What follows belongs to an exercise in optimizing a design on an open flow for small area; a production flow would make more cautious choices. Only simulation tests tie the RTL to the original design; equivalence was not proved. The clock cells of runs 2 to 8 come from the design's own scripts or RTL, not from TritonCTS. The clock input has no modelled driver; a real chip could not lean on it and would need a root buffer or a full tree. Power figures rest on the tool's default switching activity, not on a simulated workload.

===== flow/flow/run.sh =====
#!/bin/bash
# Layout flow:
# 1. the standard synthesis script, without the adder-cell extraction;
# 2. its combinational logic re-mapped for area by ABC (several seeds, the
#    smallest result kept), flip-flops untouched, proven equal with yosys;
# 3. the standard ORFS layout, with buf_1 port buffers and a few clock
#    buffers (flow/clkbuf.tcl) in place of TritonCTS's tree.
set -uo pipefail
W=$(pwd)
RES=$W/orfs/results/$FLOW_PLATFORM/FSM/base
LIB=$FLOW_HOME/platforms/sky130hd/lib/sky130_fd_sc_hd__tt_025C_1v80.lib

bash standard.sh ADDER_MAP_FILE= $RES/1_2_yosys.v > 1_synth.log 2>&1 || exit 1
cp $RES/1_2_yosys.v $W/synth_std.v

subst() {
  sed -e "s|@LIB@|$LIB|g" -e "s|@IN@|$W/synth_std.v|g" -e "s|@OUT@|$3|g" \
      -e "s|@ABC@|$4|g" -e "s|@TOP@|$FLOW_TOP|g" "$1" > "$2"
}
DS="strash; &get -n; &deepsyn -T 40 -S"
i=0
for seed in 1 2 3 4; do
  for map in "dch -f; amap" "&get -n; &dch -f; &nf -a -p -R 1000; &put"; do
    i=$((i+1))
    echo "$DS $seed; &put; $map" | tr ';' '\n' > rs_$i.abc
    subst flow/resynth.ys rs_$i.ys $W/rs_$i.v $W/rs_$i.abc
  done
done
for j in $(seq 1 $i); do echo $j; done | xargs -P ${NUM_CORES:-4} -I{} sh -c 'yosys -s rs_{}.ys > 2_resynth_{}.log 2>&1'
best=""; best_area=""
for j in $(seq 1 $i); do
  a=$(grep "Chip area" 2_resynth_$j.log | tail -1 | awk '{print $NF}')
  [ -z "$a" ] && continue
  if [ -z "$best" ] || awk "BEGIN{exit !($a < $best_area)}"; then best=$j; best_area=$a; fi
done
echo "re-mapping areas:"; grep -H "Chip area" 2_resynth_*.log
if [ -n "$best" ]; then
  subst flow/equiv.ys equiv.ys $W/rs_$best.v none
  if yosys -s equiv.ys > 2_equiv.log 2>&1; then
    echo "re-mapped netlist rs_$best ($best_area) proven equal; using it"
    cp $W/rs_$best.v $RES/1_2_yosys.v
    touch $RES/1_2_yosys.v
  else
    echo "re-mapped netlist not proven equal; keeping the standard netlist"
  fi
fi

export FLOW_FLOW_DIR=$W/flow
export FLOW_CLOCK_SLEW_LIMIT=0.118
bash standard.sh \
  "BUFFER_PORTS_ARGS=-buffer_cell sky130_fd_sc_hd__buf_1" \
  "PRE_CTS_TCL=$W/flow/pre_cts.tcl" \
  finish > 3_layout.log 2>&1 || exit 1

===== flow/flow/resynth.ys =====
# Re-map the combinational logic of the standard synthesis netlist for area.
# Flip-flop instances (names and cells) are kept as they are.
read_liberty -ignore_miss_func @LIB@
read_verilog @IN@
hierarchy -top @TOP@
blackbox sky130_fd_sc_hd__dfxtp_1
flatten
rename -hide w:*.*
opt_clean
abc -liberty @LIB@ -dont_use sky130_fd_sc_hd__probe_p_8 -dont_use sky130_fd_sc_hd__probec_p_8 -dont_use sky130_fd_sc_hd__lpflow_bleeder_1 -dont_use sky130_fd_sc_hd__lpflow_clkbufkapwr_1 -dont_use sky130_fd_sc_hd__lpflow_clkbufkapwr_16 -dont_use sky130_fd_sc_hd__lpflow_clkbufkapwr_2 -dont_use sky130_fd_sc_hd__lpflow_clkbufkapwr_4 -dont_use sky130_fd_sc_hd__lpflow_clkbufkapwr_8 -dont_use sky130_fd_sc_hd__lpflow_clkinvkapwr_1 -dont_use sky130_fd_sc_hd__lpflow_clkinvkapwr_16 -dont_use sky130_fd_sc_hd__lpflow_clkinvkapwr_2 -dont_use sky130_fd_sc_hd__lpflow_clkinvkapwr_4 -dont_use sky130_fd_sc_hd__lpflow_clkinvkapwr_8 -dont_use sky130_fd_sc_hd__lpflow_decapkapwr_12 -dont_use sky130_fd_sc_hd__lpflow_decapkapwr_3 -dont_use sky130_fd_sc_hd__lpflow_decapkapwr_4 -dont_use sky130_fd_sc_hd__lpflow_decapkapwr_6 -dont_use sky130_fd_sc_hd__lpflow_decapkapwr_8 -dont_use sky130_fd_sc_hd__lpflow_inputiso0n_1 -dont_use sky130_fd_sc_hd__lpflow_inputiso0p_1 -dont_use sky130_fd_sc_hd__lpflow_inputiso1n_1 -dont_use sky130_fd_sc_hd__lpflow_inputiso1p_1 -dont_use sky130_fd_sc_hd__lpflow_inputisolatch_1 -dont_use sky130_fd_sc_hd__lpflow_isobufsrc_1 -dont_use sky130_fd_sc_hd__lpflow_isobufsrc_16 -dont_use sky130_fd_sc_hd__lpflow_isobufsrc_2 -dont_use sky130_fd_sc_hd__lpflow_isobufsrc_4 -dont_use sky130_fd_sc_hd__lpflow_isobufsrc_8 -dont_use sky130_fd_sc_hd__lpflow_isobufsrckapwr_16 -dont_use sky130_fd_sc_hd__lpflow_lsbuf_lh_hl_isowell_tap_1 -dont_use sky130_fd_sc_hd__lpflow_lsbuf_lh_hl_isowell_tap_2 -dont_use sky130_fd_sc_hd__lpflow_lsbuf_lh_hl_isowell_tap_4 -dont_use sky130_fd_sc_hd__lpflow_lsbuf_lh_isowell_4 -dont_use sky130_fd_sc_hd__lpflow_lsbuf_lh_isowell_tap_1 -dont_use sky130_fd_sc_hd__lpflow_lsbuf_lh_isowell_tap_2 -dont_use sky130_fd_sc_hd__lpflow_lsbuf_lh_isowell_tap_4 -dont_use sky130_fd_sc_hd__fill_1 -dont_use sky130_fd_sc_hd__fill_2 -dont_use sky130_fd_sc_hd__fill_4 -dont_use sky130_fd_sc_hd__fill_8  -script @ABC@
setundef -zero
splitnets
opt_clean -purge
hilomap -singleton -hicell sky130_fd_sc_hd__conb_1 HI -locell sky130_fd_sc_hd__conb_1 LO
insbuf -buf sky130_fd_sc_hd__buf_4 A X
opt_clean -purge
stat -liberty @LIB@
write_verilog -noattr -noexpr -nohex -nodec @OUT@

===== flow/standard.sh =====
#!/bin/bash
# synth_recipe.tcl (not shown) runs the flow's synth.tcl, then flattens the netlist and writes it again
# the make line also repeats each setting of config.mk as NAME=value (left out here)
make -C /OpenROAD-flow-scripts/flow DESIGN_CONFIG=/design/flow/config.mk WORK_HOME=/design/flow/orfs CLKGATE_MAP_FILE= SYNTH_SCRIPT=/design/flow/synth_recipe.tcl "${@:-finish}"

===== flow/flow/pre_cts.tcl =====
# PRE_CTS hook: build the clock buffering with my_clock_tree (clkbuf.tcl)
# instead of TritonCTS; cts.tcl then legalizes and repairs timing as usual.
source $::env(FLOW_FLOW_DIR)/clkbuf.tcl
rename clock_tree_synthesis my_tritoncts
proc clock_tree_synthesis { args } {
  my_clock_tree $::env(FLOW_CLOCK_SLEW_LIMIT)
}

===== flow/flow/clkbuf.tcl =====
# Drive the clock port's sinks through a few clock buffers, one per group of
# sinks; the groups come from recursive bisection of the sink locations, and
# each buffer is placed at its group's centroid. This replaces TritonCTS's
# two-level tree, which is larger than this small design needs.
proc my_split_groups { items nparts } {
  # items: list of {x y iterm}; returns a list of nparts groups
  if {$nparts <= 1 || [llength $items] <= 1} { return [list $items] }
  set xs [lmap it $items {lindex $it 0}]
  set ys [lmap it $items {lindex $it 1}]
  set dx [expr {[tcl::mathfunc::max {*}$xs] - [tcl::mathfunc::min {*}$xs]}]
  set dy [expr {[tcl::mathfunc::max {*}$ys] - [tcl::mathfunc::min {*}$ys]}]
  set key [expr {$dx >= $dy ? 0 : 1}]
  set sorted [lsort -integer -index $key $items]
  set n1 [expr {$nparts / 2}]
  set cut [expr {int(round(double([llength $items]) * $n1 / $nparts))}]
  set a [lrange $sorted 0 [expr {$cut - 1}]]
  set b [lrange $sorted $cut end]
  return [concat [my_split_groups $a $n1] [my_split_groups $b [expr {$nparts - $n1}]]]
}

proc my_clock_buffers { master_name nbuf } {
  set db [ord::get_db]
  set block [ord::get_db_block]
  set port_net [$block findNet clk]
  set master [$db findMaster $master_name]
  set items {}
  foreach it [$port_net getITerms] {
    set b [[$it getInst] getBBox]
    lappend items [list [expr {([$b xMin] + [$b xMax]) / 2}] [expr {([$b yMin] + [$b yMax]) / 2}] $it]
  }
  $port_net setSigType CLOCK
  set k 0
  foreach group [my_split_groups $items $nbuf] {
    set buf [odb::dbInst_create $block $master clkbuf_$k]
    set net [odb::dbNet_create $block clknet_$k]
    $net setSigType CLOCK
    set sx 0; set sy 0
    foreach item $group {
      set it [lindex $item 2]
      $it disconnect
      $it connect $net
      incr sx [lindex $item 0]; incr sy [lindex $item 1]
    }
    set c [llength $group]
    [$buf findITerm A] connect $port_net
    [$buf findITerm X] connect $net
    $buf setLocation [expr {$sx / $c - [$master getWidth] / 2}] [expr {$sy / $c - [$master getHeight] / 2}]
    $buf setPlacementStatus PLACED
    puts "clock buffer clkbuf_$k ($master_name) drives $c sinks"
    incr k
  }
}

proc my_undo_clock_buffers { } {
  set block [ord::get_db_block]
  set port_net [$block findNet clk]
  foreach inst [$block getInsts] {
    if {![string match clkbuf_* [$inst getName]]} { continue }
    set net [[$inst findITerm X] getNet]
    foreach it [$net getITerms] {
      if {[$it getInst] == $inst} { continue }
      $it disconnect
      $it connect $port_net
    }
    odb::dbInst_destroy $inst
    odb::dbNet_destroy $net
  }
}

proc my_max_clock_slew { } {
  estimate_parasitics -placement
  set worst 0.0
  foreach pin [get_pins */CLK] {
    set s [get_property $pin slew_max]
    if {$s > $worst} { set worst $s }
  }
  return $worst
}

proc my_clock_tree { limit } {
  set configs {
    {sky130_fd_sc_hd__clkbuf_8 1} {sky130_fd_sc_hd__clkbuf_4 2}
    {sky130_fd_sc_hd__clkbuf_4 3} {sky130_fd_sc_hd__clkbuf_16 1}
    {sky130_fd_sc_hd__clkbuf_8 2} {sky130_fd_sc_hd__clkbuf_4 4}
    {sky130_fd_sc_hd__clkbuf_8 3} {sky130_fd_sc_hd__clkbuf_8 4}
  }
  set_propagated_clock [all_clocks]
  foreach cfg $configs {
    my_clock_buffers {*}$cfg
    set s [my_max_clock_slew]
    puts "clock buffers $cfg: estimated worst clock-pin slew $s"
    if {$s <= $limit} {
      unset_propagated_clock [all_clocks]
      return
    }
    my_undo_clock_buffers
  }
  my_clock_buffers {*}[lindex $configs end]
  unset_propagated_clock [all_clocks]
}

===== flow/flow/equiv.ys =====
# Prove the re-mapped netlist equal to the standard one, flip-flops paired by name.
read_liberty -ignore_miss_func @LIB@
read_verilog @IN@
hierarchy -top @TOP@
flatten
rename -hide w:*.*
rename -hide w:_*
rename @TOP@ gold
design -stash gold
read_liberty -ignore_miss_func @LIB@
read_verilog @OUT@
hierarchy -top @TOP@
flatten
rename -hide w:*.*
rename -hide w:_*
rename @TOP@ gate
design -stash gate
design -copy-from gold -as gold gold
design -copy-from gate -as gate gate
opt_clean
equiv_make gold gate equiv
hierarchy -top equiv
equiv_simple
equiv_induct
equiv_status -assert

===== flow/design.v =====
`timescale 1ns / 1ps
module FSM(
    input clk,
    input rst,
    input btnL,
    input btnR,
    input [7:0] sw,
    output [3:0] an,
    output reg [6:0] seg,
    output reg [3:0] led
    );
    reg [8:0] d;
    reg [2:0] q5;
    reg [1:0] dig;
    wire wrap = (d == 9'd55);
    wire rise = (d == 9'd27) & q5[2] & ~q5[1] & ~dig[0];
    always @(posedge clk) begin
        if (rst) begin
            d   <= 9'd311;
            q5  <= 3'd0;
            dig <= 2'd0;
        end else begin
            d <= {d[7:0], d[8] ^ d[4] ^ wrap};
            if (wrap) begin
                q5  <= {q5[1], q5[0], ~(q5[2] | q5[1])};
                dig <= {dig[1] ^ dig[0], ~dig[0]};
            end
        end
    end
    reg q1l, dl, q1r, pr;
    always @(posedge clk) begin
        if (rst) begin
            q1l <= 1'b0;
            dl  <= 1'b0;
            q1r <= 1'b0;
        end else if (rise) begin
            q1l <= btnL;
            dl  <= btnL & ~q1l;
            q1r <= btnR;
        end
    end
    always @(posedge clk)
        pr <= ~rst & rise & btnR & ~q1r;
    reg [1:0] s;
    reg [7:0] op1, op2;
    wire sub   = sw[2];
    wire arith = (sw[2:0] == 3'd3) | (sw[2:0] == 3'd4);
    wire orop  = (sw[2:0] == 3'd2);
    wire sel_m = (sw[2:0] == 3'd1) | orop;
    wire sel_s = (sw[2:0] == 3'd0) | arith;
    wire [7:0] bb = op2 ^ {8{sub}};
    wire [8:0] x;
    wire [7:0] m, sm;
    assign x[0] = arith ? sub : orop;
    genvar i;
    generate
        for (i = 0; i < 8; i = i + 1) begin : fa
            assign sm[i] = op1[i] ^ bb[i] ^ x[i];
            assign m[i] = (op1[i] & bb[i]) | (op1[i] & x[i]) | (bb[i] & x[i]);
            assign x[i+1] = arith ? m[i] : orop;
        end
    endgenerate
    wire [7:0] alu = ({8{sel_m}} & m) | ({8{sel_s}} & sm);
    always @(posedge clk) begin
        if (rst) begin
            s   <= 2'd0;
            op1 <= 8'd0;
            op2 <= 8'd0;
        end else begin
            if (dl)
                s <= 2'd0;
            else if (pr && s != 2'd3)
                s <= s + 2'd1;
            case (s)
                2'd0: if (pr) op1 <= sw;
                2'd1: if (pr) op2 <= sw;
                2'd2: if (pr && !dl) begin
                          op1 <= alu;
                          op2 <= 8'd0;
                      end
                2'd3: if (dl) begin
                          op1 <= 8'd0;
                          op2 <= 8'd0;
                      end
            endcase
        end
    end
    always @(*) begin
        case (s)
            2'd0: led = 4'b0001;
            2'd1: led = 4'b0010;
            2'd2: led = 4'b0100;
            2'd3: led = 4'b1000;
        endcase
    end
    reg [3:0] nib;
    always @(*) begin
        case (dig)
            2'd0: nib = op1[3:0];
            2'd1: nib = op1[7:4];
            2'd2: nib = op2[3:0];
            2'd3: nib = op2[7:4];
        endcase
    end
    assign an = ~(4'b0001 << dig);
    always @(*) begin
        case (nib)
            4'h0: seg = 7'b0000001;
            4'h1: seg = 7'b1001111;
            4'h2: seg = 7'b0010010;
            4'h3: seg = 7'b0000110;
            4'h4: seg = 7'b1001100;
            4'h5: seg = 7'b0100100;
            4'h6: seg = 7'b0100000;
            4'h7: seg = 7'b0001111;
            4'h8: seg = 7'b0000000;
            4'h9: seg = 7'b0000100;
            4'ha: seg = 7'b0001000;
            4'hb: seg = 7'b1100000;
            4'hc: seg = 7'b0110001;
            4'hd: seg = 7'b1000010;
            4'he: seg = 7'b0110000;
            4'hf: seg = 7'b0111000;
        endcase
    end
endmodule

===== flow/constraint.sdc =====
create_clock -name core_clock -period 10.0 [get_ports {clk}]
set_input_delay 2.0000 -clock core_clock [delete_from_list [all_inputs] [get_ports {clk}]]
set_output_delay 2.0000 -clock core_clock [all_outputs]
set_load 0.01 [all_outputs]

===== flow/config.mk =====
export PLATFORM = sky130hd
export DESIGN_NAME = FSM
export DESIGN_NICKNAME = FSM
export VERILOG_FILES = /design/flow/design.v
export SDC_FILE = /design/flow/constraint.sdc
export NUM_CORES = 4
export LEC_CHECK = 0
export ABC_AREA = 1
export CAP_MARGIN = 20
export CORE_MARGIN = 2
export CORE_UTILIZATION = 85
export SLEW_MARGIN = 20

==> impl_metrics.env, run 1 <==
export IMPL_status="aborted with a tool error"
export IMPL_lastStage="global placement without I/O"
export IMPL_error_line="[ERROR GPL-0301] Utilization 108.547 % exceeds 100%."
export IMPL_num_rows=16
export IMPL_syn_inst=256
export IMPL_synth_area_per_cell_um2=7.21
export IMPL_die_x_um=50.6
export IMPL_synth_fp_nets=268
export IMPL_netlist_area_um2=1850
export IMPL_die_y_um=50.6
export IMPL_start_util=0.922
export IMPL_ys_warnings_count=1
==> inputs of run 2 (changes only) <==
--- a/flow/config.mk
+++ b/flow/config.mk
@@ -7,6 +7,6 @@
 export LEC_CHECK = 0
 export ABC_AREA = 1
 export CAP_MARGIN = 20
-export CORE_MARGIN = 2
-export CORE_UTILIZATION = 85
+export CORE_AREA = 2.3 2.72 60.7 60.3
+export DIE_AREA = 0 0 63 63
 export SLEW_MARGIN = 20
==> run 2 against run 1 <==
Compared with the run above:
- the run now finishes clean
- area after synthesis unchanged
- synthesized cell count did not move
==> impl_metrics.env, run 2 <==
export IMPL_layout_cells_non_filler=330
export IMPL_ir_worst_vdd_v=0.0000783
export IMPL_clk_pin_slew_ns=0.12
export IMPL_gp_congestion=0.942
export IMPL_first_pass_iters=4
export IMPL_num_rows=21
export IMPL_cp_required_ns=10.05
export IMPL_clock_skew_ns=0.00719
export IMPL_fillers=344
export IMPL_fin_crit_sh=0.517
export IMPL_p_leak_nw=0.649
export IMPL_netlist_area_um2=1850
export IMPL_maxCapViolCount=0
export IMPL_dpl_hpwl_um=3480
export IMPL_holdBufCountCts=0
export IMPL_reg_largest_list="d x9, op1 x8, op2 x8"
export IMPL_critPathLaunchType="input port"
export IMPL_worstPathArrival_ns=5.22
export IMPL_largest_reg_flops=9
export IMPL_crit_slowest_cell="a221oi_1"
export IMPL_rsz0062_at_grt="false"
export IMPL_crit_type="in2reg"
export IMPL_syn_inst=256
export IMPL_tns_ns=0
export IMPL_r2r_start="op2[1]"
export IMPL_largest_register="d"
export IMPL_cts_resized=0
export IMPL_max_freq_mhz=193
export IMPL_viasPerCell=5.93
export IMPL_synth_fp_nets=268
export IMPL_antenna_found_initial=0
export IMPL_utilization=0.613
export IMPL_num_io_pins=27
export IMPL_drive_above_1_share=0.00704
export IMPL_grt_pass1_wl_um=8210
export IMPL_cp_end_kind="flip-flop"
export IMPL_slew_viol_final=0
export IMPL_n_antenna_cell=0
export IMPL_relSlewSlack=0.333
export IMPL_overflow=0
export IMPL_synth_area_per_cell_um2=7.21
export IMPL_hold_path_class="reg2reg"
export IMPL_insertion_delay_ns=0.17
export IMPL_die_area_um2=3970
export IMPL_power_per_cell_area_nw_per_um2=112
export IMPL_status="no timing/DRC/antenna violations"
export IMPL_start_util=0.557
export IMPL_period_needed_ns=5.17
export IMPL_cp_max_fo=11
export IMPL_via_count=1956
export IMPL_final_cell_mix="clkinv_1 (45), nor2_1 (44), dfxtp_1 (36)"
export IMPL_mostFrequentLayoutCell="clkinv_1"
export IMPL_syn2layout_area_growth_pct=9.90
export IMPL_ys_warnings_count=1
export IMPL_grt_total_usage=0.245
export IMPL_tightest_slew_ns=0.990
export IMPL_totalWireLength_um=4710
export IMPL_drc=0
export IMPL_setup_violations=0
export IMPL_ant_nets=0
export IMPL_avgRoutedWirePerCell_um=14.3
export IMPL_worstPathCellList="buf_1 > clkinv_1 > o22ai_1 > nand2_1 > a21oi_1 > or3_1 > o21ai_0 > a221oi_1 > o22ai_1 > nor2b_1 > o22ai_1 > a21oi_1 > o21ai_0 > a21oi_1 > a2111oi_0 > o21ai_0"
export IMPL_die_y_um=63
export IMPL_die_x_um=63
export IMPL_hold_violations=0
export IMPL_worstHoldStart="q1r"
export IMPL_cp_startpoint="sw[0]"
export IMPL_grt_start_max_net_pins=19
export IMPL_post_cts_buffers=0
export IMPL_core_um2=3310
export IMPL_drtIter0Drc=188
export IMPL_placedCellCount=328
export IMPL_io_buffers=26
export IMPL_grt_pass1_vias=1830
export IMPL_nets=298
export IMPL_max_stage_delay_ns=0.39
[run 2: final cells by class]
type,count,area [µm²],area share
repair buffers,26,97.6,0.0481
well taps,46,57.6,0.0284
plain buffers,2,27.5,0.0136
multi-input cells,175,956,0.471
inverters,45,169,0.0833
flip-flops and latches,36,721,0.355
[run 2: worst paths after layout]
check / endpoint / slack (ns) / cells past startpoint
max: op1[7] / 4.83 / 16
min: pr / 0.44 / 1
max reg2reg: op1[7] / 6.78 / 15
min reg2reg: pr / 0.44 / 1
[run 2: worst max-delay path, delay by kind of cell]
kind	cells	cell delay, ns
AO/OA/AOI/OAI	11	2.11
buffers and inverters	2	0.66
AND/OR/NAND/NOR	3	0.45
[run 2: per-layer routing]
metal  GRT usage  up-vias  part of all wire
li1            -      981                 -
met5           0        -                 0
met4      0.0417        0             0.010
met2       0.441       58              0.47
met1       0.325      911              0.46
met3      0.0126        6             0.059
[run 2: stage by stage]
| step | power (mW) | hold WS [ns] | setup slack [ns] | cell area (µm²) |
|---|---|---|---|---|
| 2_1_floorplan | 0.164 | 0.400 | 5.43 | 1850 |
| 3_3_place_gp | 0.172 | 0.416 | 4.85 | 2000 |
| 5_1_grt | 0.236 | 0.463 | 4.45 | 2030 |
| 4_1_cts | 0.212 | 0.422 | 4.70 | 2030 |
| 3_5_place_dp | 0.172 | 0.422 | 4.72 | 2000 |
| 6_report | 0.227 | 0.439 | 4.83 | 2030 |
[run 2: power by group]
group	total, mW	internal (mW)	switching, mW	leakage (nW)
sequential	0.147	0.146	0.00117	0.293
clock	0.0575	0.0188	0.0388	0.0144
combinational	0.0220	0.00718	0.0148	0.342
total	0.227	0.172	0.0547	0.649
==> inputs of run 3 (changes only) <==
--- a/flow/config.mk
+++ b/flow/config.mk
@@ -7,6 +7,6 @@
 export LEC_CHECK = 0
 export ABC_AREA = 1
 export CAP_MARGIN = 20
-export CORE_AREA = 2.3 2.72 60.7 60.3
-export DIE_AREA = 0 0 63 63
+export CORE_MARGIN = 2
+export CORE_UTILIZATION = 40
 export SLEW_MARGIN = 20
==> run 3 against run 2 <==
Compared with the run above:
- final cell count is 3.9% higher
- worst hold slack got worse by 0.038 ns
- utilization fell by 15 points
- largest cell class unchanged
- clock skew up 0.0049 ns
- combinational power fell by 8%
- setup slack worse by 0.035 ns
- critical path depth up 4
==> impl_metrics.env, run 3 <==
export IMPL_combPwrFrac=0.088
export IMPL_clk_pin_slew_ns=0.09
export IMPL_num_io_pins=27
export IMPL_drc=0
export IMPL_cp_max_fo=12
export IMPL_critPathLaunchType="input port"
export IMPL_fin_crit_sh=0.520
export IMPL_syn_inst=262
export IMPL_holdBufCountCts=0
export IMPL_period_needed_ns=5.20
export IMPL_viasPerCell=5.45
export IMPL_grt_pass1_vias=1748
export IMPL_gr_max_usage_layer="met2"
export IMPL_tns_ns=0
export IMPL_die_area_um2=5200
export IMPL_slew_viol_final=0
export IMPL_nets=305
export IMPL_mostFrequentLayoutCell="clkinv_1"
export IMPL_setup_violations=0
export IMPL_holdPathStages=1
export IMPL_clkPwrFrac=0.278
export IMPL_worstPathArrival_ns=5.24
export IMPL_start_util=0.420
export IMPL_avgRoutedWirePerCell_um=13.2
export IMPL_insertion_delay_ns=0.15
export IMPL_clock_skew_ns=0.0121
export IMPL_p_leak_nw=0.673
export IMPL_dpl_hpwl_um=3470
export IMPL_grt_pass1_wl_um=7870
export IMPL_dpl_worst_slack_ns=4.73
export IMPL_totalWireLength_um=4510
export IMPL_syn2layout_area_growth_pct=11.0
export IMPL_worstHoldStart="q1r"
export IMPL_r2r_slack_ns=6.54
export IMPL_rsz0062_at_grt="false"
export IMPL_pwr_share_seq=0.635
export IMPL_ant_nets=0
export IMPL_io_buffers=26
export IMPL_grt_util_met1=0.256
export IMPL_grtUsageMet3=0.0167
export IMPL_hold_path_class="reg2reg"
export IMPL_use_met2=0.299
export IMPL_cp_required_ns=10.04
export IMPL_final_cell_mix="clkinv_1 (48), nor2_1 (37), dfxtp_1 (36)"
export IMPL_synth_fp_nets=274
export IMPL_relSlewSlack=0.431
export IMPL_grt_start_max_net_pins=21
export IMPL_hold_violations=0
export IMPL_reg2reg_to="op1[7]"
export IMPL_setup_slack_ns=4.80
export IMPL_netlist_area_um2=1860
export IMPL_status="no timing/DRC/antenna violations"
export IMPL_tightest_slew_ns=0.845
export IMPL_max_freq_mhz=192
export IMPL_first_pass_iters=4
export IMPL_fillers=474
export IMPL_reg_largest_list="d x9, op1 x8, op2 x8"
export IMPL_crit_type="in2reg"
export IMPL_overflow=0
export IMPL_grt_total_usage=0.180
export IMPL_die_y_um=72.1
export IMPL_post_cts_buffers=0
export IMPL_num_rows=24
export IMPL_r2r_start="op1[0]"
export IMPL_maxCapViolCount=0
export IMPL_cts_resized=0
export IMPL_power_per_cell_area_nw_per_um2=112
export IMPL_drtIter0Drc=196
export IMPL_reg2reg_depth=21
export IMPL_ys_warnings_count=1
export IMPL_synth_area_per_cell_um2=7.08
export IMPL_p_int_uw=180
export IMPL_via_count=1868
export IMPL_drive_above_1_share=0.0103
export IMPL_cp_end_kind="flip-flop"
export IMPL_n_antenna_cell=0
export IMPL_largest_reg_flops=9
export IMPL_largest_register="d"
export IMPL_gp_congestion=0.876
export IMPL_core_um2=4410
export IMPL_antenna_found_initial=0
export IMPL_ir_worst_vdd_v=0.000112
export IMPL_p_switching_uw=51.4
export IMPL_hold_end="pr"
export IMPL_swShare=0.222
export IMPL_die_x_um=72.1
==> run 3: metal layers <==
metal	vias to the layer above	part of all wire	wire length, µm
met1	820	0.47	2120
met5	-	0	0
li1	986	-	-
met2	56	0.45	2040
met3	6	0.068	306
met4	0	0.011	51
==> run 3: power groups by stage <==
stage	Sequential [mW]	Clock [mW]	Combinational, mW
after floorplan	0.150	0	0.0130
after global placement	0.150	0	0.0202
after detailed placement	0.150	0	0.0201
after CTS	0.150	0.0490	0.0202
after global routing	0.147	0.0748	0.0232
final	0.147	0.0643	0.0203
==> run 3: final cells by class <==
| type | instances | area [µm²] | share of cell area |
|---|---|---|---|
| timing repair buffer | 26 | 97.6 | 0.0474 |
| buffer | 3 | 41.3 | 0.0200 |
| inverter | 48 | 180 | 0.0875 |
| multi-input combinational | 178 | 955 | 0.464 |
| sequential | 36 | 721 | 0.350 |
| tap | 52 | 65.1 | 0.0316 |
==> run 3: worst max-delay path by stage <==
| stage | from | end | slack [ns] | depth (start not counted) |
|---|---|---|---|---|
| floorplan | sw[2] | op1[7] | 5.47 | 20 |
| global placement | sw[0] | op1[7] | 4.86 | 20 |
| detailed placement | sw[0] | op1[7] | 4.73 | 20 |
| CTS | sw[0] | op1[7] | 4.72 | 20 |
| global route | sw[0] | op1[7] | 4.43 | 20 |
| finish | sw[0] | op1[7] | 4.80 | 20 |
==> run 3: worst max-delay path: stages <==
cell and delay [ns]:
buf_1 0.40, o221ai_1 0.27, nand2_1 0.13, o221ai_1 0.10, o21ai_0 0.15, o21ai_0 0.15
nor2b_1 0.16, a31o_1 0.20, nand2_1 0.08, nand2_1 0.08, o22ai_1 0.24, nor2_1 0.07
a21oi_1 0.23, nor2_1 0.08, o21ai_0 0.23, o21ai_0 0.14, nor2_1 0.12, nor2_1 0.04
a222oi_1 0.26, clkinv_1 0.10
==> run 3: per-stage QoR <==
step / instances / power [mW] / util / hold slack [ns] / area (µm²)
floorplan: 262 / 0.163 / - / 0.399 / 1860
global placement: 340 / 0.171 / 0.457 / 0.412 / 2020
detailed placement: 340 / 0.170 / 0.457 / 0.409 / 2020
CTS: 343 / 0.219 / 0.467 / 0.409 / 2060
global route: 343 / 0.245 / 0.467 / 0.423 / 2060
finish: 343 / 0.232 / 0.467 / 0.400 / 2060
==> inputs of run 4 (changes only) <==
--- a/flow/flow/run.sh
+++ b/flow/flow/run.sh
@@ -46,8 +46,10 @@
 fi
 
 export FLOW_FLOW_DIR=$W/flow
-export FLOW_CLOCK_SLEW_LIMIT=0.118
+export FLOW_CLOCK_SLEW_LIMIT=0.108
+export FLOW_EARLY_CLOCK_BUFFER=sky130_fd_sc_hd__clkbuf_4
 bash standard.sh \
   "BUFFER_PORTS_ARGS=-buffer_cell sky130_fd_sc_hd__buf_1" \
+  "PRE_GLOBAL_PLACE_TCL=$W/flow/pre_place.tcl" \
   "PRE_CTS_TCL=$W/flow/pre_cts.tcl" \
   finish > 3_layout.log 2>&1 || exit 1
==> flow/flow/pre_cts.tcl (replaced) <==
# PRE_CTS hook: replace TritonCTS with the clock buffering of clkbuf.tcl.
# If the early clock buffer meets the slew limit it is kept; else it is
# upsized, and failing that replaced by my_clock_tree's buffers.
source $::env(FLOW_FLOW_DIR)/clkbuf.tcl
rename clock_tree_synthesis my_tritoncts
proc clock_tree_synthesis { args } {
  set limit $::env(FLOW_CLOCK_SLEW_LIMIT)
  set block [ord::get_db_block]
  set buf [$block findInst clkbuf_0]
  if {$buf != "NULL"} {
    set_propagated_clock [all_clocks]
    foreach m {sky130_fd_sc_hd__clkbuf_4 sky130_fd_sc_hd__clkbuf_8 sky130_fd_sc_hd__clkbuf_16} {
      set master [[ord::get_db] findMaster $m]
      if {[[$buf getMaster] getArea] > [$master getArea]} { continue }
      $buf swapMaster $master
      set s [my_max_clock_slew]
      puts "early clock buffer as $m: estimated worst clock-pin slew $s"
      if {$s <= $limit} {
        unset_propagated_clock [all_clocks]
        return
      }
    }
    unset_propagated_clock [all_clocks]
    my_undo_clock_buffers
  }
  my_clock_tree $limit
}
==> flow/flow/pre_place.tcl (new file) <==
# PRE_GLOBAL_PLACE hook: put one clock buffer between the clock port and all
# flip-flops before global placement, so the placer keeps the clock net short.
source $::env(FLOW_FLOW_DIR)/clkbuf.tcl
my_clock_buffers $::env(FLOW_EARLY_CLOCK_BUFFER) 1
--- a/flow/config.mk
+++ b/flow/config.mk
@@ -7,6 +7,6 @@
 export LEC_CHECK = 0
 export ABC_AREA = 1
 export CAP_MARGIN = 20
-export CORE_MARGIN = 2
-export CORE_UTILIZATION = 40
+export CORE_AREA = 2.3 2.72 60.7 60.3
+export DIE_AREA = 0 0 63 63
 export SLEW_MARGIN = 20
==> run 4 against run 3 <==
Compared with the run above:
- utilization up 15 points
- fmax grew 0.88%
- critical path depth unchanged
- design area decreased by 0.36%
- final cell count is 1.7% lower
- first-iteration DRC count shrank 1.0%
- sequential share of layout area increased by 0.13 points
- wire length fell by 5.4%
- via count up 0.11%
- register-to-register slack improved by 0.04 ns
==> impl_metrics.env, run 4 <==
export IMPL_status="no timing/DRC/antenna violations"
export IMPL_cts_resized=0
export IMPL_maxCapViolCount=0
export IMPL_ant_nets=0
export IMPL_syn_inst=262
export IMPL_cp_end_kind="flip-flop"
export IMPL_fillers=332
export IMPL_via_count=1870
export IMPL_hold_violations=0
export IMPL_grt_pass1_vias=1776
export IMPL_place_area_um2=2010
export IMPL_core_um2=3310
export IMPL_grt_total_usage=0.226
export IMPL_start_util=0.560
export IMPL_drtIter0Drc=194
export IMPL_largest_reg_flops=9
export IMPL_placedCellCount=334
export IMPL_avgRoutedWirePerCell_um=12.7
export IMPL_overflow=0
export IMPL_die_x_um=63
export IMPL_cp_max_fo=12
export IMPL_nets=305
export IMPL_worstPathArrival_ns=5.18
export IMPL_num_rows=21
export IMPL_antenna_found_initial=0
export IMPL_max_stage_delay_ns=0.38
export IMPL_grt_pass1_wl_um=7560
export IMPL_max_freq_mhz=194
export IMPL_post_cts_buffers=0
export IMPL_final_cell_mix="clkinv_1 (48), nor2_1 (37), dfxtp_1 (36)"
export IMPL_fin_crit_sh=0.516
export IMPL_cp_required_ns=10.02
export IMPL_viasPerCell=5.55
export IMPL_mostFrequentLayoutCell="clkinv_1"
export IMPL_n_antenna_cell=0
export IMPL_tightest_slew_ns=0.750
export IMPL_setup_violations=0
export IMPL_dpl_hpwl_um=3260
export IMPL_reg_largest_list="d x9, op1 x8, op2 x8"
export IMPL_io_buffers=26
export IMPL_holdBufCountCts=0
export IMPL_drive_above_1_share=0.0103
export IMPL_grt_start_max_net_pins=21
export IMPL_postLayoutCellArea_um2=2050
export IMPL_clk_pin_slew_ns=0.08
export IMPL_relSlewSlack=0.495
export IMPL_power_per_cell_area_nw_per_um2=112
export IMPL_num_io_pins=27
export IMPL_syn2layout_area_growth_pct=10.6
export IMPL_drc=0
export IMPL_hold_path_class="reg2reg"
export IMPL_die_area_um2=3970
export IMPL_cp_num_buf_inv=2
export IMPL_synth_area_per_cell_um2=7.08
export IMPL_totalWireLength_um=4270
export IMPL_gp_congestion=0.821
export IMPL_ir_worst_vdd_v=0.000101
export IMPL_netlist_area_um2=1860
export IMPL_power_uw=230
export IMPL_insertion_delay_ns=0.14
export IMPL_clock_skew_ns=0.00935
export IMPL_largest_register="d"
export IMPL_p_leak_nw=0.673
export IMPL_rsz0062_at_grt="false"
export IMPL_synth_fp_nets=274
export IMPL_die_y_um=63
export IMPL_ys_warnings_count=1
export IMPL_critPathLaunchType="input port"
export IMPL_worstPathCellList="buf_1 > o221ai_1 > nand2_1 > o221ai_1 > o21ai_0 > o21ai_0 > nor2b_1 > a31o_1 > nand2_1 > nand2_1 > o22ai_1 > nor2_1 > a21oi_1 > nor2_1 > o21ai_0 > o21ai_0 > nor2_1 > nor2_1 > a222oi_1 > clkinv_1"
export IMPL_period_needed_ns=5.16
export IMPL_crit_slowest_cell="buf_1"
export IMPL_tns_ns=0
export IMPL_cp_top_family="compound AO/OA/AOI/OAI gates"
export IMPL_first_pass_iters=4
export IMPL_crit_type="in2reg"
export IMPL_layout_cells_non_filler=337
export IMPL_slew_viol_final=0
run 4: worst reg2reg max path: stages, from the launching register on:
cell and delay, ns:
dfxtp_1 0.37, clkinv_1 0.12, o221ai_1 0.24, nand2_1 0.10, o221ai_1 0.07, o21ai_0 0.15
nand2_1 0.11, o21ai_0 0.10, nor2b_1 0.16, a31o_1 0.20, nand2_1 0.08, nand2_1 0.09
o22ai_1 0.23, nor2_1 0.07, a21oi_1 0.23, nor2_1 0.08, o21ai_0 0.21, o21ai_0 0.14
nor2_1 0.12, nor2_1 0.05, a222oi_1 0.27, clkinv_1 0.10
run 4: area by class of cell:
class,instances,area (µm²),area share
well taps,46,57.6,0.0280
multi-input cells,178,955,0.465
flip-flops and latches,36,721,0.351
repair buffers,26,97.6,0.0476
inverters,48,180,0.0878
plain buffers,3,41.3,0.0201
run 4: report_power, final:
group	switching [mW]	total (mW)	internal, mW	leakage [nW]
sequential	0.00123	0.147	0.146	0.293
combinational	0.0133	0.0201	0.00678	0.359
clock	0.0355	0.0630	0.0275	0.0216
run 4: final timing paths:
kind | start | slack (ns) | depth (start not counted) | end
max reg2reg | op1[0] | 6.58 | 21 | op1[7]
min | q1r | 0.42 | 1 | pr
min reg2reg | q1r | 0.42 | 1 | pr
max | sw[0] | 4.84 | 20 | op1[7]
run 4: metal layers:
metal  vias up  part of all wire  track usage
met5         -                 0            0
met4         0             0.018       0.0583
met3         6             0.045       0.0162
met2        41              0.45        0.386
met1       840              0.49        0.307
li1        983                 -            -
run 4: per-stage QoR:
step / hold slack [ns] / worst slack (ns) / util
5_1_grt: 0.445 / 4.40 / 0.620
3_3_place_gp: 0.413 / 4.86 / 0.607
6_report: 0.423 / 4.84 / 0.620
4_1_cts: 0.416 / 4.72 / 0.620
3_5_place_dp: 0.413 / 4.73 / 0.607
2_1_floorplan: 0.399 / 5.47 / -
==> inputs of run 5 (changes only) <==
==> flow/flow/run.sh (replaced) <==
#!/bin/bash
# Layout flow:
# 1. the standard synthesis script, without the adder-cell extraction;
# 2. its combinational logic re-mapped for area by ABC in rounds: each round
#    starts several seeded runs (deepsyn, then mapping) from the smallest
#    netlist so far; flip-flops are untouched and the result is proven equal
#    to step 1's netlist with yosys;
# 3. the standard ORFS layout, with buf_1 port buffers and the clock buffered
#    by flow/clkbuf.tcl (one buffer placed with the design, or a few buffers)
#    in place of TritonCTS's tree.
set -uo pipefail
W=$(pwd)
RES=$W/orfs/results/$FLOW_PLATFORM/FSM/base
LIB=$FLOW_HOME/platforms/sky130hd/lib/sky130_fd_sc_hd__tt_025C_1v80.lib
P=${NUM_CORES:-4}
ROUNDS=8

bash standard.sh ADDER_MAP_FILE= $RES/1_2_yosys.v > 1_synth.log 2>&1 || exit 1
cp $RES/1_2_yosys.v $W/synth_std.v

subst() {  # template out in.v out.v abc-script
  sed -e "s|@LIB@|$LIB|g" -e "s|@IN@|$3|g" -e "s|@OUT@|$4|g" \
      -e "s|@ABC@|$5|g" -e "s|@TOP@|$FLOW_TOP|g" "$1" > "$2"
}
area_of() { grep "Chip area" "$1" 2>/dev/null | tail -1 | awk '{print $NF}'; }

mkdir -p rs
best=$W/synth_std.v
best_area=1e9
for r in $(seq 1 $ROUNDS); do
  for c in $(seq 1 $P); do
    seed=$(( (r * P + c) % 101 ))
    if [ $c -eq $P ]; then map="&get -n; &dch -f; &nf -a -p -R 1000; &put"; else map="dch -f; amap"; fi
    echo "strash; &get -n; &deepsyn -T 20 -S $seed; &put; $map" | tr ';' '\n' > rs/r${r}_$c.abc
    subst flow/resynth.ys rs/r${r}_$c.ys $best $W/rs/r${r}_$c.v $W/rs/r${r}_$c.abc
  done
  for c in $(seq 1 $P); do echo $c; done | \
    xargs -P $P -I{} sh -c "yosys -s rs/r${r}_{}.ys > rs/r${r}_{}.log 2>&1"
  for c in $(seq 1 $P); do
    a=$(area_of rs/r${r}_$c.log)
    [ -z "$a" ] && continue
    if awk "BEGIN{exit !($a < $best_area)}"; then best=$W/rs/r${r}_$c.v; best_area=$a; fi
  done
  echo "round $r: best so far $best_area ($best)"
done

if [ "$best" != "$W/synth_std.v" ]; then
  subst flow/equiv.ys equiv.ys $W/synth_std.v $best none
  if yosys -s equiv.ys > 2_equiv.log 2>&1; then
    echo "re-mapped netlist $best ($best_area) proven equal; using it"
    cp $best $RES/1_2_yosys.v
    touch $RES/1_2_yosys.v
  else
    echo "re-mapped netlist not proven equal; keeping the standard netlist"
  fi
fi

export FLOW_FLOW_DIR=$W/flow
export FLOW_CLOCK_SLEW_LIMIT=0.108
export FLOW_EARLY_CLOCK_BUFFER=sky130_fd_sc_hd__clkbuf_4
bash standard.sh \
  "BUFFER_PORTS_ARGS=-buffer_cell sky130_fd_sc_hd__buf_1" \
  "PRE_GLOBAL_PLACE_TCL=$W/flow/pre_place.tcl" \
  "PRE_CTS_TCL=$W/flow/pre_cts.tcl" \
  finish > 3_layout.log 2>&1 || exit 1
--- a/flow/flow/pre_cts.tcl
+++ b/flow/flow/pre_cts.tcl
@@ -8,6 +8,7 @@
   set block [ord::get_db_block]
   set buf [$block findInst clkbuf_0]
   if {$buf != "NULL"} {
+    $buf setDoNotTouch 0
     set_propagated_clock [all_clocks]
     foreach m {sky130_fd_sc_hd__clkbuf_4 sky130_fd_sc_hd__clkbuf_8 sky130_fd_sc_hd__clkbuf_16} {
       set master [[ord::get_db] findMaster $m]
==> flow/flow/pre_place.tcl (replaced) <==
# PRE_GLOBAL_PLACE hook: put one clock buffer between the clock port and all
# flip-flops before global placement, so the placer keeps the clock net short.
# It is marked don't-touch so that remove_buffers leaves it; the PRE_CTS hook
# clears the mark.
source $::env(FLOW_FLOW_DIR)/clkbuf.tcl
my_clock_buffers $::env(FLOW_EARLY_CLOCK_BUFFER) 1
[[ord::get_db_block] findInst clkbuf_0] setDoNotTouch 1
==> run 5 against run 4 <==
Compared with the run above:
- clock power up 2%
- sequential cell count unchanged
- still clean on timing, DRC and antenna
- highest routed layer unchanged
- critical path depth down 3
- area after synthesis down 3.7%
- register-to-register slack worse by 0.04 ns
==> impl_metrics.env, run 5 <==
export IMPL_status="no timing/DRC/antenna violations"
export IMPL_via_count=1770
export IMPL_ir_worst_vdd_v=0.0000885
export IMPL_cp_end_kind="output port"
export IMPL_drc=0
export IMPL_crit_type="reg2out"
export IMPL_ant_nets=0
export IMPL_gp_congestion=0.843
export IMPL_post_cts_buffers=0
export IMPL_io_buffers=26
export IMPL_worstPathArrival_ns=3.15
export IMPL_core_um2=3310
export IMPL_hold_violations=0
export IMPL_largest_register="d"
export IMPL_slew_viol_final=0
export IMPL_fillers=336
export IMPL_viasPerCell=5.58
export IMPL_setup_violations=0
export IMPL_overflow=0
export IMPL_clkPwrFrac=0.275
export IMPL_insertion_delay_ns=0.14
export IMPL_grt_start_max_net_pins=14
export IMPL_synth_area_per_cell_um2=7.38
export IMPL_combPwrFrac=0.093
export IMPL_dpl_hpwl_um=3200
export IMPL_drive_above_1_share=0.0111
export IMPL_drtIter0Drc=132
export IMPL_reg_largest_list="d x9, op1 x8, op2 x8"
export IMPL_reg2reg_depth=20
export IMPL_syn_inst=242
export IMPL_nets=285
export IMPL_holdBufCountCts=0
export IMPL_fin_crit_sh=0.515
export IMPL_maxCapViolCount=0
export IMPL_period_needed_ns=5.15
export IMPL_die_y_um=63
export IMPL_max_freq_mhz=194
export IMPL_antenna_found_initial=0
export IMPL_largest_reg_flops=9
export IMPL_pwr_share_seq=0.632
export IMPL_n_antenna_cell=0
export IMPL_first_pass_iters=4
export IMPL_synth_fp_nets=254
export IMPL_p_int_uw=181
export IMPL_num_io_pins=27
export IMPL_clock_skew_ns=0.0127
export IMPL_tns_ns=0
export IMPL_ys_warnings_count=1
export IMPL_netlist_area_um2=1790
export IMPL_holdPathStages=1
export IMPL_power_per_cell_area_nw_per_um2=117
export IMPL_num_rows=21
export IMPL_rsz0062_at_grt="false"
export IMPL_final_cell_mix="clkinv_1 (46), dfxtp_1 (36), o22ai_1 (28)"
export IMPL_utilization=0.599
export IMPL_grt_pass1_vias=1643
export IMPL_grt_pass1_wl_um=7490
export IMPL_mostFrequentLayoutCell="clkinv_1"
export IMPL_cts_resized=0
export IMPL_swShare=0.223
export IMPL_cp_required_ns=8.00
export IMPL_tightest_slew_ns=0.746
export IMPL_p_leak_nw=0.674
export IMPL_totalWireLength_um=4250
export IMPL_avgRoutedWirePerCell_um=13.4
export IMPL_clk_pin_slew_ns=0.08
export IMPL_start_util=0.540
export IMPL_die_area_um2=3970
export IMPL_relSlewSlack=0.503
export IMPL_syn2layout_area_growth_pct=11.0
export IMPL_p_switching_uw=52.0
export IMPL_cp_max_fo=5
export IMPL_grt_total_usage=0.225
export IMPL_die_x_um=63
export IMPL_critPathLaunchType="flip-flop"
export IMPL_hold_path_class="reg2reg"
-- run 5: changes by cell type in the layout (fill, tap and decap cells not counted), moves of 3 or more --
cell,previous run,this run
a21oi_1,20,6
nand2b_1,3,0
o21a_1,1,7
o211ai_1,2,7
nand2_1,21,25
nor2_1,37,27
or2_0,14,6
-- run 5: final cells by class --
type / instances / area (µm²) / area share
Buffer: 3 / 41.3 / 0.0208
Inverter: 46 / 173 / 0.0871
Multi-Input combinational cell: 160 / 893 / 0.450
Sequential cell: 36 / 721 / 0.363
Tap cell: 46 / 57.6 / 0.0290
Timing Repair Buffer: 26 / 97.6 / 0.0492
-- run 5: worst max-delay path: stages (launching register included) --
cell	delay [ns]
dfxtp_1	0.40
clkinv_1	0.15
nand2_1	0.19
o22ai_1	0.11
nor2_1	0.13
clkinv_1	0.09
nor2_1	0.18
nor3_1	0.10
nor2_1	0.13
nand2_1	0.08
o21ai_0	0.10
o21ai_0	0.16
a31oi_1	0.25
o21ai_0	0.15
o31ai_1	0.32
clkinv_1	0.11
o22ai_1	0.16
buf_1	0.17
-- run 5: path summary, 6_finish.rpt --
| check | endpoint | slack, ns | start |
|---|---|---|---|
| max reg2reg | op1[7] | 6.54 | op2[1] |
| min | pr | 0.42 | q1r |
| min reg2reg | pr | 0.42 | q1r |
| max | seg[0] | 4.85 | dig[0] |
-- run 5: through the flow --
step	hold WS [ns]	std cells	power, mW	area (µm²)	worst slack, ns
2_1_floorplan	0.400	242	0.164	1790	5.35
3_3_place_gp	0.407	315	0.198	1950	5.10
3_5_place_dp	0.412	315	0.198	1950	5.06
4_1_cts	0.414	317	0.221	1980	5.05
5_1_grt	0.436	317	0.244	1980	4.39
6_report	0.423	317	0.233	1980	4.85
-- run 5: power by group through the flow --
stage / registers, mW / logic [mW] / clock network (mW)
global placement: 0.150 / 0.0214 / 0.0267
finish: 0.147 / 0.0216 / 0.0641
global route: 0.147 / 0.0249 / 0.0720
CTS: 0.150 / 0.0216 / 0.0490
detailed placement: 0.150 / 0.0214 / 0.0267
floorplan: 0.150 / 0.0140 / 0
-- run 5: layer usage --
| metal | track usage | wire length, µm |
|---|---|---|
| met1 | 0.329 | 2170 |
| met2 | 0.379 | 1910 |
| met3 | 0.00901 | 116 |
| met4 | 0.0222 | 46 |
| met5 | 0 | 0 |
==> inputs of run 6 (changes only) <==
--- a/flow/flow/clkbuf.tcl
+++ b/flow/flow/clkbuf.tcl
@@ -78,11 +78,15 @@
 }
 
 proc my_clock_tree { limit } {
+  # {cell count}, in order of total area
   set configs {
     {sky130_fd_sc_hd__clkbuf_8 1} {sky130_fd_sc_hd__clkbuf_4 2}
+    {sky130_fd_sc_hd__buf_12 1} {sky130_fd_sc_hd__buf_6 2}
     {sky130_fd_sc_hd__clkbuf_4 3} {sky130_fd_sc_hd__clkbuf_16 1}
-    {sky130_fd_sc_hd__clkbuf_8 2} {sky130_fd_sc_hd__clkbuf_4 4}
-    {sky130_fd_sc_hd__clkbuf_8 3} {sky130_fd_sc_hd__clkbuf_8 4}
+    {sky130_fd_sc_hd__clkbuf_8 2} {sky130_fd_sc_hd__buf_8 2}
+    {sky130_fd_sc_hd__clkbuf_4 4} {sky130_fd_sc_hd__buf_6 3}
+    {sky130_fd_sc_hd__buf_12 2} {sky130_fd_sc_hd__clkbuf_8 3}
+    {sky130_fd_sc_hd__buf_8 3} {sky130_fd_sc_hd__clkbuf_8 4}
   }
   set_propagated_clock [all_clocks]
   foreach cfg $configs {
==> run 6 against run 5 <==
Compared with the run above:
- area after synthesis grew 0.28%
- total power shrank 4.0%
- sequential cell count is the same
- clock power shrank 6.1%
- worst hold slack lost 0.0091 ns
- fmax grew 1.3%
- utilization grew 0.15 points
- critical endpoint is now op1[6]
- largest cell class unchanged
- highest routed layer unchanged
==> impl_metrics.env, run 6 <==
export IMPL_io_buffers=26
export IMPL_post_cts_buffers=0
export IMPL_clock_skew_ns=0.0126
export IMPL_worstPathArrival_ns=5.07
export IMPL_tightest_slew_ns=1.16
export IMPL_ys_warnings_count=1
export IMPL_tns_ns=0
export IMPL_utilization=0.601
export IMPL_hold_violations=0
export IMPL_drtIter0Drc=148
export IMPL_num_rows=21
export IMPL_die_y_um=63
export IMPL_nets=286
export IMPL_period_needed_ns=5.08
export IMPL_max_freq_mhz=197
export IMPL_rsz0062_at_grt="false"
export IMPL_via_count=1836
export IMPL_power_per_cell_area_nw_per_um2=112
export IMPL_relSlewSlack=0.221
export IMPL_setup_violations=0
export IMPL_ant_nets=0
export IMPL_grt_pass1_wl_um=7400
export IMPL_met2_length_um=1970
export IMPL_viasPerCell=5.77
export IMPL_max_stage_delay_ns=0.36
export IMPL_dpl_hpwl_um=3220
export IMPL_cp_required_ns=9.99
export IMPL_largest_register="d"
export IMPL_p_leak_nw=0.642
export IMPL_synth_fp_nets=254
export IMPL_holdBufCountCts=0
export IMPL_n_antenna_cell=0
export IMPL_totalWireLength_um=4300
export IMPL_insertion_delay_ns=0.12
export IMPL_overflow=0
export IMPL_cp_end_kind="flip-flop"
export IMPL_grt_start_max_net_pins=13
export IMPL_synth_area_per_cell_um2=7.40
export IMPL_critPathLaunchType="input port"
export IMPL_grt_total_usage=0.219
export IMPL_avgRoutedWirePerCell_um=13.5
export IMPL_highest_layer="met4"
export IMPL_fin_crit_sh=0.508
export IMPL_gp_congestion=0.905
export IMPL_grt_pass1_vias=1668
export IMPL_drc=0
export IMPL_core_um2=3310
export IMPL_die_area_um2=3970
export IMPL_slew_viol_final=0
export IMPL_netlist_area_um2=1790
export IMPL_wl_met1_um=2100
export IMPL_dpl_worst_slack_ns=4.85
export IMPL_syn2layout_area_growth_pct=11.0
export IMPL_die_x_um=63
export IMPL_ir_worst_vdd_v=0.000104
export IMPL_setup_slack_ns=4.92
export IMPL_holdPathStages=1
export IMPL_largest_reg_flops=9
export IMPL_num_io_pins=27
export IMPL_worstPathCellList="buf_1 > clkinv_1 > nor3_1 > a222oi_1 > o21ai_0 > clkinv_1 > a211oi_1 > clkinv_1 > o21ai_0 > o21ai_0 > a21oi_1 > nor3_1 > o311ai_0 > o221ai_1"
export IMPL_status="no timing/DRC/antenna violations"
export IMPL_syn_inst=242
export IMPL_final_cell_mix="clkinv_1 (47), dfxtp_1 (36), o22ai_1 (32)"
export IMPL_cp_max_fo=7
export IMPL_crit_type="in2reg"
export IMPL_cts_resized=0
export IMPL_crit_slowest_cell="o21ai_0"
export IMPL_drive_above_1_share=0.0147
export IMPL_maxCapViolCount=0
export IMPL_mostFrequentLayoutCell="clkinv_1"
export IMPL_hold_path_class="reg2reg"
export IMPL_start_util=0.541
export IMPL_clk_pin_slew_ns=0.09
export IMPL_met3_wirelength_um=203
export IMPL_antenna_found_initial=0
export IMPL_reg2reg_depth=17
export IMPL_reg_largest_list="d x9, op1 x8, op2 x8"
export IMPL_first_pass_iters=5
[run 6: per-stage QoR]
stage / hold WS [ns] / cell area (µm²) / instances / power (mW)
2_1_floorplan: 0.400 / 1790 / 242 / 0.160
4_1_cts: 0.427 / 1990 / 318 / 0.212
3_3_place_gp: 0.415 / 1960 / 316 / 0.193
6_report: 0.414 / 1990 / 318 / 0.223
5_1_grt: 0.440 / 1990 / 318 / 0.232
3_5_place_dp: 0.428 / 1960 / 316 / 0.193
[run 6: routing by layer]
metal  GRT usage  vias to the layer above
met3      0.0126                        5
met5           0                        -
met2       0.384                       53
li1            -                      956
met1       0.308                      822
met4      0.0139                        0
[run 6: final timing paths]
kind | from | to | slack [ns]
setup / recovery | sw[2] | op1[6] | 4.92
hold / removal | q1r | pr | 0.41
setup reg to reg | op2[1] | op1[7] | 6.59
hold reg to reg | q1r | pr | 0.41
[run 6: report_power, final]
group,leakage (nW),internal (mW),switching (mW)
clock,0.0182,0.0240,0.0362
combinational,0.331,0.00535,0.0106
sequential,0.293,0.146,0.00121
[run 6: layout make-up]
type / instances / area, µm²
buffer: 3 / 33.8
fill: 326 / 1320
sequential: 36 / 721
multi-input combinational: 159 / 895
timing repair buffer: 27 / 105
inverter: 47 / 176
tap: 46 / 57.6
[run 6: worst max-delay path, delay by kind of cell]
kind                   cells  cell delay (ns)
AND/OR/NAND/NOR            2             0.40
buffers and inverters      4             0.81
AO/OA/AOI/OAI              8             1.85
==> inputs of run 7 (changes only) <==
--- a/flow/flow/run.sh
+++ b/flow/flow/run.sh
@@ -6,14 +6,13 @@
 #    netlist so far; flip-flops are untouched and the result is proven equal
 #    to step 1's netlist with yosys;
 # 3. the standard ORFS layout, with buf_1 port buffers and the clock buffered
-#    by flow/clkbuf.tcl (one buffer placed with the design, or a few buffers)
-#    in place of TritonCTS's tree.
+#    by a few buffers from flow/clkbuf.tcl in place of TritonCTS's tree.
 set -uo pipefail
 W=$(pwd)
 RES=$W/orfs/results/$FLOW_PLATFORM/FSM/base
 LIB=$FLOW_HOME/platforms/sky130hd/lib/sky130_fd_sc_hd__tt_025C_1v80.lib
 P=${NUM_CORES:-4}
-ROUNDS=8
+ROUNDS=12
 
 bash standard.sh ADDER_MAP_FILE= $RES/1_2_yosys.v > 1_synth.log 2>&1 || exit 1
 cp $RES/1_2_yosys.v $W/synth_std.v
@@ -56,10 +55,8 @@
 fi
 
 export FLOW_FLOW_DIR=$W/flow
-export FLOW_CLOCK_SLEW_LIMIT=0.108
-export FLOW_EARLY_CLOCK_BUFFER=sky130_fd_sc_hd__clkbuf_4
+export FLOW_CLOCK_SLEW_LIMIT=0.110
 bash standard.sh \
   "BUFFER_PORTS_ARGS=-buffer_cell sky130_fd_sc_hd__buf_1" \
-  "PRE_GLOBAL_PLACE_TCL=$W/flow/pre_place.tcl" \
   "PRE_CTS_TCL=$W/flow/pre_cts.tcl" \
   finish > 3_layout.log 2>&1 || exit 1
==> flow/flow/pre_cts.tcl (replaced) <==
# PRE_CTS hook: replace TritonCTS with the clock buffering of clkbuf.tcl;
# cts.tcl then legalizes the placement and repairs timing as usual.
source $::env(FLOW_FLOW_DIR)/clkbuf.tcl
rename clock_tree_synthesis my_tritoncts
proc clock_tree_synthesis { args } {
  my_clock_tree $::env(FLOW_CLOCK_SLEW_LIMIT)
}
--- a/flow/config.mk
+++ b/flow/config.mk
@@ -9,4 +9,5 @@
 export CAP_MARGIN = 20
 export CORE_AREA = 2.3 2.72 60.7 60.3
 export DIE_AREA = 0 0 63 63
+export GPL_TIMING_DRIVEN = 0
 export SLEW_MARGIN = 20
removed: flow/flow/pre_place.tcl
==> run 7 against run 6 <==
Compared with the run above:
- utilization is 0.23 points lower
- area after synthesis hardly changed
- clock power fell by 5.3%
- sequential cell count unchanged
- worst hold slack improved by 0.018 ns
- first-iteration DRC count shrank 29%
- critical path type unchanged
==> impl_metrics.env, run 7 <==
export IMPL_setup_violations=0
export IMPL_cts_resized=0
export IMPL_netlist_area_um2=1790
export IMPL_hold_path_class="reg2reg"
export IMPL_clock_skew_ns=0.00412
export IMPL_core_um2=3310
export IMPL_p_leak_nw=0.647
export IMPL_start_util=0.541
export IMPL_layout_cells_non_filler=323
export IMPL_totalWireLength_um=4120
export IMPL_relSlewSlack=0.553
export IMPL_swShare=0.212
export IMPL_maxCapViolCount=0
export IMPL_num_rows=21
export IMPL_slew_viol_final=0
export IMPL_worstHoldStart="q1r"
export IMPL_placedCellCount=321
export IMPL_max_freq_mhz=217
export IMPL_largest_reg_flops=9
export IMPL_p_int_uw=175
export IMPL_io_buffers=26
export IMPL_viasPerCell=5.63
export IMPL_clk_pin_slew_ns=0.09
export IMPL_r2r_start="op2[1]"
export IMPL_syn2layout_area_growth_pct=10.6
export IMPL_grt_pass1_vias=1642
export IMPL_crit_type="in2reg"
export IMPL_clkPwrFrac=0.257
export IMPL_mostFrequentLayoutCell="clkinv_1"
export IMPL_dpl_hpwl_um=3090
export IMPL_hold_violations=0
export IMPL_cp_required_ns=10.00
export IMPL_reg_largest_list="d x9, op1 x8, op2 x8"
export IMPL_via_count=1819
export IMPL_tightest_slew_ns=0.667
export IMPL_holdWs_ns=0.432
export IMPL_max_stage_delay_ns=0.32
export IMPL_worstPathArrival_ns=4.61
export IMPL_n_antenna_cell=0
export IMPL_ir_worst_vdd_v=0.000107
export IMPL_overflow=0
export IMPL_place_area_um2=1950
export IMPL_drc=0
export IMPL_combPwrFrac=0.081
export IMPL_final_cell_mix="clkinv_1 (46), nor2_1 (42), dfxtp_1 (36)"
export IMPL_drtIter0Drc=105
export IMPL_period_needed_ns=4.61
export IMPL_power_uw=222
export IMPL_status="no timing/DRC/antenna violations"
export IMPL_grt_total_usage=0.210
export IMPL_cp_common_cell="o21ai_0"
export IMPL_pwr_share_seq=0.662
export IMPL_tns_ns=0
export IMPL_cp_max_fo=4
export IMPL_first_pass_iters=4
export IMPL_fin_crit_sh=0.461
export IMPL_num_io_pins=27
export IMPL_cp_top_family="compound AO/OA/AOI/OAI gates"
export IMPL_syn_inst=249
export IMPL_cp_num_buf_inv=3
export IMPL_gp_congestion=0.835
export IMPL_rsz0062_at_grt="false"
export IMPL_antenna_found_initial=0
export IMPL_synth_area_per_cell_um2=7.19
export IMPL_cp_startpoint="sw[1]"
export IMPL_synth_fp_nets=261
export IMPL_drive_above_1_share=0.0108
export IMPL_postLayoutCellArea_um2=1980
export IMPL_cp_end_kind="flip-flop"
export IMPL_ys_warnings_count=1
export IMPL_post_cts_buffers=0
export IMPL_grt_start_max_net_pins=19
export IMPL_holdBufCountCts=0
export IMPL_die_area_um2=3970
export IMPL_p_switching_uw=47.2
export IMPL_nets=291
export IMPL_grt_pass1_wl_um=7120
export IMPL_avgRoutedWirePerCell_um=12.8
export IMPL_largest_register="d"
export IMPL_die_y_um=63
export IMPL_crit_slowest_cell="o21ai_0"
export IMPL_critPathLaunchType="input port"
export IMPL_insertion_delay_ns=0.12
export IMPL_power_per_cell_area_nw_per_um2=112
export IMPL_ant_nets=0
export IMPL_die_x_um=63
export IMPL_worstPathCellList="buf_1 > clkinv_1 > o21ai_0 > clkinv_1 > o21ai_0 > o21ai_0 > nor2_1 > o21ai_0 > nor2b_1 > o22ai_1 > nor2b_1 > o22ai_1 > o211ai_1 > o221ai_1"
-- run 7: routing by layer --
metal	wire length, µm	global-route usage	share of wire	up-vias
met4	40	0.0167	0.0097	0
met3	121	0.00721	0.029	5
li1	-	-	-	945
met1	2160	0.305	0.52	832
met5	0	0	0	-
met2	1800	0.362	0.44	37
-- run 7: worst paths after layout --
kind | slack, ns | end | depth (start not counted)
worst min-delay path | 0.43 | pr | 1
worst max register to register | 6.66 | op1[7] | 17
worst min register to register | 0.43 | pr | 1
worst max-delay path | 5.39 | op1[7] | 14
-- run 7: worst reg2reg max path, delay by kind of cell (launching register included) --
| family | cells | cell delay, ns |
|---|---|---|
| simple gates | 5 | 0.81 |
| buf+inv | 2 | 0.28 |
| flops | 1 | 0.39 |
| compound gates | 10 | 1.72 |
-- run 7: final cells by class --
class                   count  area, µm²
plain buffers               2       30.0
fillers                   344       1330
inverters                  46        173
multi-input cells         167        902
flip-flops and latches     36        721
well taps                  46       57.6
repair buffers             26       97.6
-- run 7: power by group through the flow --
stage                     logic [mW]  registers, mW  clock network (mW)
after floorplan               0.0114          0.150                   0
after global placement        0.0179          0.150                   0
after detailed placement      0.0179          0.150                   0
after CTS                     0.0180          0.150              0.0442
after global routing          0.0205          0.147              0.0641
final                         0.0181          0.147              0.0570
-- run 7: metrics by stage --
step	util	worst slack (ns)
2_1_floorplan	-	5.85
3_3_place_gp	0.588	5.29
3_5_place_dp	0.588	5.29
4_1_cts	0.597	5.28
5_1_grt	0.598	5.02
6_report	0.598	5.39
==> inputs of run 8 (changes only) <==
--- a/flow/design.v
+++ b/flow/design.v
@@ -13,7 +13,7 @@
     reg [2:0] q5;
     reg [1:0] dig;
     wire wrap = (d == 9'd55);
-    wire rise = (d == 9'd27) & q5[2] & ~q5[1] & ~dig[0];
+    wire rise = (d[6:0] == 7'd27) & ~d[8] & q5[2] & ~q5[1] & ~dig[0];
     always @(posedge clk) begin
         if (rst) begin
             d   <= 9'd311;
@@ -27,20 +27,20 @@
             end
         end
     end
-    reg q1l, dl, q1r, pr;
+    reg q1l, pl, q1r, pr;
     always @(posedge clk) begin
         if (rst) begin
             q1l <= 1'b0;
-            dl  <= 1'b0;
             q1r <= 1'b0;
         end else if (rise) begin
             q1l <= btnL;
-            dl  <= btnL & ~q1l;
             q1r <= btnR;
         end
     end
-    always @(posedge clk)
+    always @(posedge clk) begin
+        pl <= ~rst & rise & btnL & ~q1l;
         pr <= ~rst & rise & btnR & ~q1r;
+    end
     reg [1:0] s;
     reg [7:0] op1, op2;
     wire sub   = sw[2];
@@ -67,18 +67,18 @@
             op1 <= 8'd0;
             op2 <= 8'd0;
         end else begin
-            if (dl)
+            if (pl)
                 s <= 2'd0;
             else if (pr && s != 2'd3)
                 s <= s + 2'd1;
             case (s)
                 2'd0: if (pr) op1 <= sw;
                 2'd1: if (pr) op2 <= sw;
-                2'd2: if (pr && !dl) begin
+                2'd2: if (pr && !pl) begin
                           op1 <= alu;
                           op2 <= 8'd0;
                       end
-                2'd3: if (dl) begin
+                2'd3: if (pl) begin
                           op1 <= 8'd0;
                           op2 <= 8'd0;
                       end
==> run 8 against run 7 <==
Compared with the run above:
- worst hold slack worse by 0.0094 ns
- combinational power rose by 15%
- register-to-register slack gained 0.66 ns
- first-iteration DRC count grew 44%
- synthesized cell count up 0.80%
==> impl_metrics.env, run 8 <==
export IMPL_cts_resized=0
export IMPL_largest_reg_flops=9
export IMPL_tns_ns=0
export IMPL_syn2layout_area_growth_pct=11.5
export IMPL_die_x_um=63
export IMPL_drc=0
export IMPL_worstHoldStart="q1l"
export IMPL_fin_crit_sh=0.485
export IMPL_hold_violations=0
export IMPL_clock_skew_ns=0.00876
export IMPL_dpl_worst_slack_ns=5.26
export IMPL_holdBufCountCts=0
export IMPL_rsz0062_at_grt="false"
export IMPL_die_area_um2=3970
export IMPL_max_freq_mhz=206
export IMPL_worstPathArrival_ns=2.85
export IMPL_gp_congestion=0.790
export IMPL_slew_viol_final=0
export IMPL_placedCellCount=325
export IMPL_holdWs_ns=0.423
export IMPL_num_io_pins=27
export IMPL_power_uw=227
export IMPL_relSlewSlack=0.502
export IMPL_post_cts_buffers=0
export IMPL_avgRoutedWirePerCell_um=13.3
export IMPL_synth_fp_nets=263
export IMPL_final_cell_mix="clkinv_1 (49), nor2_1 (38), dfxtp_1 (36)"
export IMPL_overflow=0
export IMPL_place_area_um2=1990
export IMPL_status="no timing/DRC/antenna violations"
export IMPL_netlist_area_um2=1810
export IMPL_critPathLaunchType="flip-flop"
export IMPL_drtIter0Drc=151
export IMPL_totalWireLength_um=4350
export IMPL_cp_max_fo=6
export IMPL_nets=295
export IMPL_start_util=0.547
export IMPL_layout_cells_non_filler=327
export IMPL_r2r_start="op2[1]"
export IMPL_ant_nets=0
export IMPL_fillers=335
export IMPL_largest_register="d"
export IMPL_core_um2=3310
export IMPL_hold_path_class="reg2reg"
export IMPL_p_leak_nw=0.657
export IMPL_reg_largest_list="d x9, op1 x8, op2 x8"
export IMPL_power_per_cell_area_nw_per_um2=113
export IMPL_grt_pass1_vias=1702
export IMPL_seq_area_um2=721
export IMPL_clk_pin_slew_ns=0.10
export IMPL_holdPathStages=1
export IMPL_grt_start_max_net_pins=19
export IMPL_insertion_delay_ns=0.13
export IMPL_grt_total_usage=0.226
export IMPL_io_buffers=26
export IMPL_mostFrequentLayoutCell="clkinv_1"
export IMPL_tightest_slew_ns=0.747
export IMPL_dpl_hpwl_um=3270
export IMPL_antenna_found_initial=0
export IMPL_reg2reg_to="op1[7]"
export IMPL_crit_type="reg2out"
export IMPL_drive_above_1_share=0.0214
export IMPL_synth_area_per_cell_um2=7.21
export IMPL_num_rows=21
export IMPL_cp_end_kind="output port"
export IMPL_hold_end="pl"
export IMPL_n_antenna_cell=0
export IMPL_first_pass_iters=4
export IMPL_postLayoutCellArea_um2=2020
export IMPL_period_needed_ns=4.85
export IMPL_via_count=1886
export IMPL_utilization=0.610
export IMPL_cp_required_ns=8.00
export IMPL_ys_warnings_count=1
export IMPL_syn_inst=251
export IMPL_die_y_um=63
export IMPL_ir_worst_vdd_v=0.0000922
export IMPL_reg2reg_depth=15
export IMPL_setup_slack_ns=5.15
export IMPL_setup_violations=0
export IMPL_viasPerCell=5.77
export IMPL_grt_pass1_wl_um=7620
export IMPL_multi_input_area_um2=918
export IMPL_maxCapViolCount=0
export IMPL_r2r_slack_ns=7.32
-- run 8: worst max path at each step --
stage                     startpoint     end  slack (ns)  cells past startpoint
after CTS                        rst  op2[4]        5.25                      8
final                         dig[0]  seg[0]        5.15                     13
after floorplan                  rst  op2[0]        5.69                      6
after detailed placement         rst  op2[4]        5.26                      8
after global routing          dig[0]  seg[0]        4.77                     13
after global placement           rst  op2[1]        3.54                      7
-- run 8: per-layer routing --
layer | GRT usage | vias to the layer above | wire length (µm)
met5 | 0 | - | 0
met4 | 0.0361 | 0 | 68
met3 | 0.00721 | 5 | 209
met2 | 0.390 | 55 | 1970
met1 | 0.321 | 857 | 2100
li1 | - | 969 | -
-- run 8: area by class of cell --
cell class	count	share of cell area
well taps	46	0.0285
flip-flops and latches	36	0.357
repair buffers	28	0.0533
plain buffers	2	0.0149
inverters	49	0.0911
multi-input cells	166	0.455
-- run 8: worst max-delay path, cell delays in order, from the launching register on --
cell      delay (ns)
dfxtp_1         0.39
clkinv_1        0.14
nand2_1         0.18
o22ai_1         0.10
nor2_1          0.34
nor2_1          0.14
o21ai_0         0.32
o31ai_1         0.17
a21oi_1         0.14
nor2_1          0.06
o21ai_0         0.24
nor2_1          0.08
o32a_1          0.29
buf_1           0.13
-- run 8: where the power goes --
part           leakage, nW  total, mW  internal, mW  switching, mW
logic                0.350     0.0208       0.00687         0.0139
clock network       0.0148     0.0594        0.0230         0.0365
registers            0.293      0.147         0.146        0.00120

Check on run 8: ideal ports give 5.154 ns setup slack; a clkbuf_16 on the clock port and buf_2 on the inputs give 5.113 ns; moving port delays by the midpoint clock arrival (0.167 ns) as well gives 5.214 ns.
